This design comes from an exercise in tuning for small area and a short achievable clock period on the open sky130 flow, not from production work.
Function was checked by simulation only, so behaviour that the tests miss may differ from the original.
Power is estimated from default activity; no workload was simulated.

// Q1S
module Q1S(a, b, clk, res);
  input clk;
  input [31:0] a;
  input [31:0] b;
  output [63:0] res;
  reg r1_0;
  reg r1_1;
  reg r1_2;
  reg r1_3;
  reg r1_4;
  reg r1_5;
  reg r1_6;
  reg r1_7;
  reg r1_8;
  reg r1_9;
  reg r1_10;
  reg r1_11;
  reg r1_12;
  reg r1_13;
  reg r1_14;
  reg r1_15;
  reg r1_16;
  reg r1_17;
  reg r1_18;
  reg r1_19;
  reg r1_20;
  reg r1_21;
  reg r1_22;
  reg r1_23;
  reg r1_24;
  reg r1_25;
  reg r1_26;
  reg r1_27;
  reg r1_28;
  reg r1_29;
  reg r1_30;
  reg r1_31;
  wire g1;
  wire p2;
  wire g3;
  wire p4;
  wire g5;
  wire p6;
  wire g7;
  wire p8;
  wire g9;
  wire p10;
  wire g11;
  wire p12;
  wire g13;
  wire p14;
  wire g15;
  wire p16;
  wire g17;
  wire p18;
  wire g19;
  wire p20;
  wire g21;
  wire p22;
  wire g23;
  wire p24;
  wire g25;
  wire p26;
  wire g27;
  wire p28;
  wire g29;
  wire p30;
  wire g31;
  wire p32;
  wire g33;
  wire p34;
  wire g35;
  wire p36;
  wire g37;
  wire p38;
  wire g39;
  wire p40;
  wire g41;
  wire p42;
  wire g43;
  wire p44;
  wire g45;
  wire p46;
  wire g47;
  wire p48;
  wire g49;
  wire p50;
  wire g51;
  wire p52;
  wire g53;
  wire p54;
  wire g55;
  wire p56;
  wire g57;
  wire p58;
  wire g59;
  wire p60;
  wire g61;
  wire p62;
  wire G63;
  wire P64;
  wire G65;
  wire P66;
  wire G67;
  wire P68;
  wire G69;
  wire P70;
  wire G71;
  wire P72;
  wire G73;
  wire P74;
  wire G75;
  wire P76;
  wire G77;
  wire P78;
  wire G79;
  wire P80;
  wire G81;
  wire P82;
  wire G83;
  wire P84;
  wire G85;
  wire P86;
  wire G87;
  wire P88;
  wire G89;
  wire P90;
  wire G91;
  wire P92;
  wire G93;
  wire P94;
  wire G95;
  wire P96;
  wire G97;
  wire P98;
  wire G99;
  wire P100;
  wire G101;
  wire P102;
  wire G103;
  wire P104;
  wire G105;
  wire P106;
  wire G107;
  wire P108;
  wire G109;
  wire P110;
  wire G111;
  wire P112;
  wire G113;
  wire P114;
  wire G115;
  wire P116;
  wire G117;
  wire P118;
  wire G119;
  wire P120;
  wire G121;
  wire P122;
  wire G123;
  wire P124;
  wire G125;
  wire P126;
  wire G127;
  wire P128;
  wire G129;
  wire P130;
  ...
Size: ~130 I/O pins, roughly 34,000 um2 of cells after synthesis.
export LEC_CHECK = 0
export CAP_MARGIN = 20
export CORE_MARGIN = 2
export CORE_UTILIZATION = 62
export CTS_CLUSTER_DIAMETER = 100
export CTS_CLUSTER_SIZE = 20
export SETUP_SLACK_MARGIN = 4.9
export SLEW_MARGIN = 20
create_clock -name core_clock -period 7.5 [get_ports {clk}]
standard.sh (not shown) runs the stock make flow with config.mk's settings and CLKGATE_MAP_FILE= SYNTH_SCRIPT=/design/flow/synth_recipe.tcl, a recipe that flattens the netlist after the stock synthesis.
==> flow/flow/run.sh <==
#!/bin/bash
# The standard layout with two changes:
# - one extra step between synthesis and floorplan: flow/polarity.py picks the
#   polarity of each full-adder cell so that fewer inverters are needed
#   (FA(~a,~b,~c) = ~FA(a,b,c); xor2 and xnor2 swap to absorb input or output
#   inversions); registers are untouched.
# - the port buffers that placement inserts on every input and output are
#   buf_1 cells (timing repair still resizes them where needed).
set -euo pipefail
cd "$(dirname "$0")/.."
R="$PWD/orfs/results/${FLOW_PLATFORM:-sky130hd}/Q1S/base"
export BUFFER_PORTS_ARGS="-buffer_cell sky130_fd_sc_hd__buf_1"
bash standard.sh "$R/1_2_yosys.v" > synth.log 2>&1
cp "$R/1_2_yosys.v" synth_netlist_before_polarity.v
python3 flow/polarity.py "$R/1_2_yosys.v" > polarity.log 2>&1
bash standard.sh > layout.log 2>&1
Other scripts of this flow, unchanged in this note and not shown: flow/flow/polarity.py
==> next run, changes <==
CORE_UTILIZATION = 55   (was 62)
CTS_CLUSTER_DIAMETER = 90   (was 100)
CTS_CLUSTER_SIZE = 24   (was 20)
Result: Total power climbs by 0.56%. Die area goes up by 13%. Worst setup slack degrades by 0.064 ns. Count of clock-buffer cells in the layout came out lower by 6. Combinational power rises by about 2%.
==> next run, changes <==
CTS_CLUSTER_DIAMETER = 100   (was 90)
CTS_CLUSTER_SIZE = 20   (was 24)
SETUP_SLACK_MARGIN = 4.8   (was 4.9)
Worst setup slack is worse by 0.047 ns.
Fmax is lower by about 1.7%.
Count of clock-buffer cells in the layout climbs by 6.
Power fell by 0.90%.
Wire length drops by about 0.37%.
==> next run, changes <==
SETUP_SLACK_MARGIN = 5.0   (was 4.8)
After rerunning: Cell count barely changes; global-route usage stays flat; synthesized cell count does not change; sequential share of layout area falls by 0.60 points.


Setup of job 6710:
Starting RTL as in the previous note.
==> flow/config.mk <==
export PLATFORM = sky130hd
export DESIGN_NAME = Q1S
export DESIGN_NICKNAME = Q1S
export VERILOG_FILES = /design/flow/design.v
export SDC_FILE = /design/flow/constraint.sdc
export NUM_CORES = 4
export LEC_CHECK = 0
export CAP_MARGIN = 20
export CORE_MARGIN = 2
export CORE_UTILIZATION = 55
export CTS_CLUSTER_DIAMETER = 100
export CTS_CLUSTER_SIZE = 20
export SETUP_SLACK_MARGIN = 4.9
export SLEW_MARGIN = 20
==> flow/constraint.sdc <==
create_clock -name core_clock -period 7.5 [get_ports {clk}]
set_input_delay 1.5000 -clock core_clock [delete_from_list [all_inputs] [get_ports {clk}]]
set_output_delay 1.5000 -clock core_clock [all_outputs]
set_load 0.01 [all_outputs]
==> flow/flow/run.sh <==
#!/bin/bash
# The standard layout, with one extra step between synthesis and floorplan:
# flow/polarity.py picks the polarity of each full-adder cell so that fewer
# inverters are needed (FA(~a,~b,~c) = ~FA(a,b,c); xor2 and xnor2 swap to absorb
# input or output inversions); registers are untouched.
set -euo pipefail
cd "$(dirname "$0")/.."
R="$PWD/orfs/results/${FLOW_PLATFORM:-sky130hd}/Q1S/base"
bash standard.sh "$R/1_2_yosys.v" > synth.log 2>&1
cp "$R/1_2_yosys.v" synth_netlist_before_polarity.v
python3 flow/polarity.py "$R/1_2_yosys.v" > polarity.log 2>&1
bash standard.sh > layout.log 2>&1
Other scripts of this flow, unchanged in this note and not shown: flow/flow/polarity.py
Input-level comparison between job 8826 and job 6710:
==> flow/flow/run.sh <==
#!/bin/bash
# The standard layout with two changes:
# - one extra step between synthesis and floorplan: flow/polarity.py picks the
#   polarity of each full-adder cell so that fewer inverters are needed
#   (FA(~a,~b,~c) = ~FA(a,b,c); xor2 and xnor2 swap to absorb input or output
#   inversions); registers are untouched.
# - the port buffers that placement inserts on every input and output are
#   buf_1 cells (timing repair still resizes them where needed).
set -euo pipefail
cd "$(dirname "$0")/.."
R="$PWD/orfs/results/${FLOW_PLATFORM:-sky130hd}/Q1S/base"
export BUFFER_PORTS_ARGS="-buffer_cell sky130_fd_sc_hd__buf_1"
bash standard.sh "$R/1_2_yosys.v" > synth.log 2>&1
cp "$R/1_2_yosys.v" synth_netlist_before_polarity.v
python3 flow/polarity.py "$R/1_2_yosys.v" > polarity.log 2>&1
bash standard.sh > layout.log 2>&1
[summary]
Comparing job 6710 with job 8826, the combinational share of power came out essentially unchanged.
Compared with job 6710, job 8826 improves maximum operating frequency.
Non-clock inverter total of the final layout of job 6710 is on par with job 8826.
Looking only at sequential share of layout area, and setting everything else aside, the lower value of job 8826 and job 6710 goes to job 6710.
Job 8826: share of the clock period used by the worst path is 0.39 points lower than what job 6710 reported.
Going from job 6710 to job 8826, routed wire length went down, post-CTS setup repair buffer count lost 1, final cell count without fillers stayed essentially flat, part of the power in the clock network saw an increase, wire length on met3 moved up.
Compared with job 6710, job 8826 shows a lower share of final layout cell area taken by non-clock buffers.

[separate check: timing with driven ports]
Ports are ideal in the flow. The routed layouts listed here were re-timed in OpenROAD. Step 1, drivers: a clkbuf_16 drives clk and a buf_2 each remaining input, both assumed. Step 2 times the ports against the registers' clock, not the clock port: input delays grow and output delays shrink by t, the midpoint of the rising clock arrivals with the driver on. a / b / c = ideal / step 1 / step 2; a / b = the first two.
run | t, ns | setup slack, ns | cell pins on the clock port's net
the first run of note 1 | 0.660 | 4.847 / 4.842 / 4.847 | 1
the second run of note 1 | 0.695 | 4.782 / 4.782 / 4.782 | 1
the third run of note 1 | 0.648 | 4.736 / 4.736 / 4.736 | 1
the fourth run of note 1 | 0.645 | 4.830 / 4.830 / 4.830 | 1
job 6710 | 0.649 | 4.842 / 4.842 / 4.842 | 1
job 8826 | 0.649 | 4.871 / 4.871 / 4.871 | 1
After both steps setup and hold are still met in every run listed.
